What follows belongs to an exercise in optimizing a design on an open flow for small area; a production flow would make more cautious choices.

==> flow/design.v <==
module uart_rx #(parameter CLK_FREQ = 50000000, parameter BAUD_RATE = 9600)(
    input  wire       clk, rst_n, rx,
    output reg  [7:0] data,
    output wire       done
);
    localparam integer CLKS_PER_BIT = CLK_FREQ / BAUD_RATE;
    localparam integer HALF_BIT = CLKS_PER_BIT / 2;
    reg       rx_sync, rx_reg;
    reg [3:0] state;
    reg [5:0] cnt;
    wire last = (cnt == CLKS_PER_BIT-1);
    assign done = (state == 15) && last;
    always @(posedge clk) begin
        rx_sync <= rx;
        rx_reg  <= rx_sync;
    end
    always @(posedge clk) begin
        if (state >= 7 && state <= 14 && last) data <= {rx_reg, data[7:1]};
    end
    always @(posedge clk or negedge rst_n) begin
        if (!rst_n) state <= 0;
        else if (state == 0) begin
            if (!rx_reg) state <= 6;
        end else if (last) begin
            if (state == 6 && rx_reg) state <= 0;
            else state <= state + 1;
        end
    end
    always @(posedge clk) begin
        if (state == 0) cnt <= CLKS_PER_BIT-1 - HALF_BIT;
        else if (last) cnt <= 0;
        else cnt <= cnt + 1;
    end
endmodule
module uart_tx #(parameter CLK_FREQ = 50000000, parameter BAUD_RATE = 9600)(
    input  wire       clk, rst_n,
    output wire       tx,
    input  wire [7:0] data,
    input  wire       start,
    output wire       idle
);
    localparam integer CLKS_PER_BIT = CLK_FREQ / BAUD_RATE;
    reg [3:0] state;
    reg [5:0] cnt;
    wire last = (cnt == CLKS_PER_BIT-1);
    assign idle = (state == 0);
    assign tx = state[3] ? data[state[2:0]] : (state != 7);
    always @(posedge clk or negedge rst_n) begin
        if (!rst_n) state <= 0;
        else if (start) state <= 6;
        else if (state != 0 && last) state <= state + 1;
    end
    always @(posedge clk) begin
        if (start) cnt <= 6'h3f;
        else if (last) cnt <= 0;
        else cnt <= cnt + 1;
    end
endmodule
module uart_caesar_decoder (
    input  wire       clk,         
    input  wire       rst_n,       
    input  wire       uart_rx,     
    output wire       uart_tx,     
    output wire [3:0] leds         
);
    parameter CLK_FREQ  = 50000000;  
    parameter BAUD_RATE = 1000000;
    wire [7:0] rx_data;
    wire       rx_done;
    wire       tx_idle;
    reg  [7:0] tx_data;
    wire       issue;
    uart_rx #(.CLK_FREQ(CLK_FREQ), .BAUD_RATE(BAUD_RATE)) uart_receiver (
        .clk(clk), .rst_n(rst_n), .rx(uart_rx), .data(rx_data), .done(rx_done));
    uart_tx #(.CLK_FREQ(CLK_FREQ), .BAUD_RATE(BAUD_RATE)) uart_transmitter (
        .clk(clk), .rst_n(rst_n), .tx(uart_tx), .data(tx_data), .start(issue), .idle(tx_idle));
    localparam S_WAIT_SHIFT = 0;
    localparam S_WAIT_MSG   = 1;
    localparam S_DECODE     = 2;
    localparam S_SEND       = 3;
    reg  [1:0] state;
    reg        avail;         
    reg  [7:0] shift;
    reg  [6:0] msg_len;
    reg  [6:0] index;
    reg        overflow_flag;
    reg        active;        
    reg [21:0] blink;
    always @(posedge clk or negedge rst_n)
        if (!rst_n) blink <= 22'h3fffff;
        else        blink <= blink + 1;
    assign leds = active ? (4'b0001 << blink[21:20]) : 4'b0000;
    reg  [511:0] ring;
    wire         slot = (blink[5:0] == index[5:0]);
    wire [4:0] low   = rx_data[4:0];
    wire       alpha = (rx_data[7:6] == 2'b01) && (low != 0) && (low <= 26);
    wire [7:0] dec   = alpha ? (rx_data - shift + ((low <= shift) ? 8'd26 : 8'd0)) : rx_data;
    wire is_digit = (rx_data >= "0" && rx_data <= "9");
    wire newline  = (rx_data == 8'h0A);
    wire write = (state == S_WAIT_MSG) && avail && !newline && !index[6] && slot;
    wire take  = ((state == S_WAIT_SHIFT) && avail) ||
                 ((state == S_WAIT_MSG) && avail && (newline || index[6] || slot));
    assign issue = (state == S_SEND) && tx_idle;
    always @(posedge clk)
        ring <= {ring[503:0], write ? dec : ring[511:504]};
    always @(posedge clk or negedge rst_n) begin
        if (!rst_n) begin
            state  <= S_WAIT_SHIFT;
            avail  <= 0;
            active <= 0;
        end else begin
            active <= (state != S_WAIT_SHIFT);
            if (take) avail <= 0;
            else if (rx_done) avail <= 1;
            case (state)
                S_WAIT_SHIFT: if (avail) state <= S_WAIT_MSG;
                S_WAIT_MSG:   if (avail && newline) state <= S_DECODE;
                S_DECODE:     if (overflow_flag || index == msg_len) state <= S_SEND;
                S_SEND:       if (tx_idle && (overflow_flag ? index != 0 : index == msg_len))
                                  state <= S_WAIT_SHIFT;
            endcase
        end
    end
    always @(posedge clk) begin
        if (rx_done && (state == S_DECODE || state == S_SEND || (state == S_WAIT_SHIFT && !avail)))
            shift <= is_digit ? {4'd0, rx_data[3:0]} : rx_data;
        case (state)
            S_WAIT_SHIFT: begin
                index <= 0;
                overflow_flag <= 0;
            end
            S_WAIT_MSG: begin
                if (avail) begin
                    if (newline) begin
                        msg_len <= index;
                        index <= 0;
                    end
                    else if (index[6]) overflow_flag <= 1;
                    else if (slot) index <= index + 1;
                end
            end
            S_DECODE: begin
                if (overflow_flag || index == msg_len) index <= 0;
                else index <= index + 1;
            end
            S_SEND: begin
                if (tx_idle) begin
                    if (overflow_flag) index <= 1;
                    else if (index != msg_len) index <= index + 1;
                end
            end
        endcase
        if (issue) begin
            if (overflow_flag) tx_data <= (index == 0) ? "!" : 8'h0A;
            else if (index == msg_len) tx_data <= 8'h0A;
        end else if (state == S_SEND && !overflow_flag && index != 0 && slot)
            tx_data <= ring[7:0];
    end
endmodule
clock: 20.0 ns
lec_check: 0
cap_margin: 30
core_margin: 2
core_utilization: 30
slew_margin: 20
standard.sh (not shown) runs the stock make flow with config.mk's settings and CLKGATE_MAP_FILE= SYNTH_SCRIPT=/design/flow/synth_recipe.tcl, a recipe that flattens the netlist after the stock synthesis.
==> flow/flow/run.sh <==
#!/bin/bash
# Own layout flow: the standard synthesis, then the combinational logic is
# re-mapped with a stronger ABC script (every register instance is kept as
# it is), then the standard layout with custom clock-tree options.
set -euo pipefail
W=$(pwd)
F=$W/flow
R=$W/orfs/results/$FLOW_PLATFORM/uart_caesar_decoder/base
PLAT=$FLOW_HOME/platforms/$FLOW_PLATFORM
LIB=$PLAT/lib/sky130_fd_sc_hd__tt_025C_1v80.lib

# 1. standard synthesis
bash standard.sh synth > $W/log_1_synth.log 2>&1

# 2. re-map the combinational logic; flip-flops stay as they are
cp $R/1_2_yosys.v $W/std_1_2_yosys.v
DU=$(sed -n '/DONT_USE_CELLS/,/^$/p' $PLAT/config.mk | grep -o 'sky130_fd_sc_hd__[a-z0-9_]*' | sed 's/^/-dont_use /' | tr '\n' ' ')
yosys -l $W/log_2_resyn.log -p "
read_liberty -ignore_miss_func $LIB
blackbox sky130_fd_sc_hd__df* sky130_fd_sc_hd__edf* sky130_fd_sc_hd__sdf* sky130_fd_sc_hd__dl*
read_verilog $W/std_1_2_yosys.v
hierarchy -top $FLOW_TOP
flatten
opt -purge
abc -liberty $LIB $DU -script $F/resyn.abc
opt_clean -purge
hilomap -singleton -hicell sky130_fd_sc_hd__conb_1 HI -locell sky130_fd_sc_hd__conb_1 LO
opt_clean -purge
tee -o $W/resyn_stat.txt stat -liberty $LIB
write_verilog -noattr -nohex -nodec $W/resyn_1_2_yosys.v
" > /dev/null
cp $W/resyn_1_2_yosys.v $R/1_2_yosys.v
rm -f $R/1_synth.odb $R/1_synth.sdc

# 3. layout
export CTS_ARGS="-sink_clustering_enable -repair_clock_nets -sink_clustering_size 30 -sink_clustering_max_diameter 100 -dont_use_dummy_load"
if [[ -f $F/cts_args ]]; then export CTS_ARGS="$(cat $F/cts_args)"; fi
if [[ -f $F/extra_env ]]; then set -a; source $F/extra_env; set +a; fi
bash standard.sh finish > $W/log_3_layout.log 2>&1
==> flow/flow/cts_args <==
-sink_clustering_enable -repair_clock_nets -sink_clustering_size 22 -sink_clustering_max_diameter 60 -dont_use_dummy_load -buf_list sky130_fd_sc_hd__clkbuf_8
==> flow/flow/extra_env <==
BUFFER_PORTS_ARGS="-buffer_cell sky130_fd_sc_hd__buf_1"
==> flow/flow/resyn.abc <==
strash
dc2
dch -f
amap -m
topo
Edit:
removed: flow/flow/extra_env
After rerunning:
- The changed run went through all stages and came out clean
- first-iteration DRC count went down by 2.8%
- setup slack loses 0.50 ns
- sequential cell count stays the same
- final cell count is about the same
- maximum frequency went down by 7.6%
- clock-buffer cell count went up by 1
- wire length went down by 1.8%
- final area hardly moves
Function was not checked in any run of this note: the RTL went through the layout flow alone.

-- static timing again, ports no longer ideal --
In the flow no input, the clock included, has a driving cell. The finished layouts below were timed again as built, in two steps. Step 1: set_driving_cell puts a clkbuf_16 on clk and a buf_2 on each other input, an assumption about the parent block. Step 2 times the ports against the registers' clock, not the clock port: input delays grow and output delays shrink by t, the midpoint of the rising clock arrivals with the driver on. Three values: ideal ports, drivers, drivers and shift; two values: the first two.
run | t (ns) | setup slack, ns | hold WS [ns]
the first run | 0.566 | 13.879 / 13.833 / 14.398 | 0.249 / 0.249 / 0.249
the second run | 0.570 | 13.375 / 13.328 / 13.898 | 0.277 / 0.277 / 0.277
After both steps setup and hold are still met in every run listed.
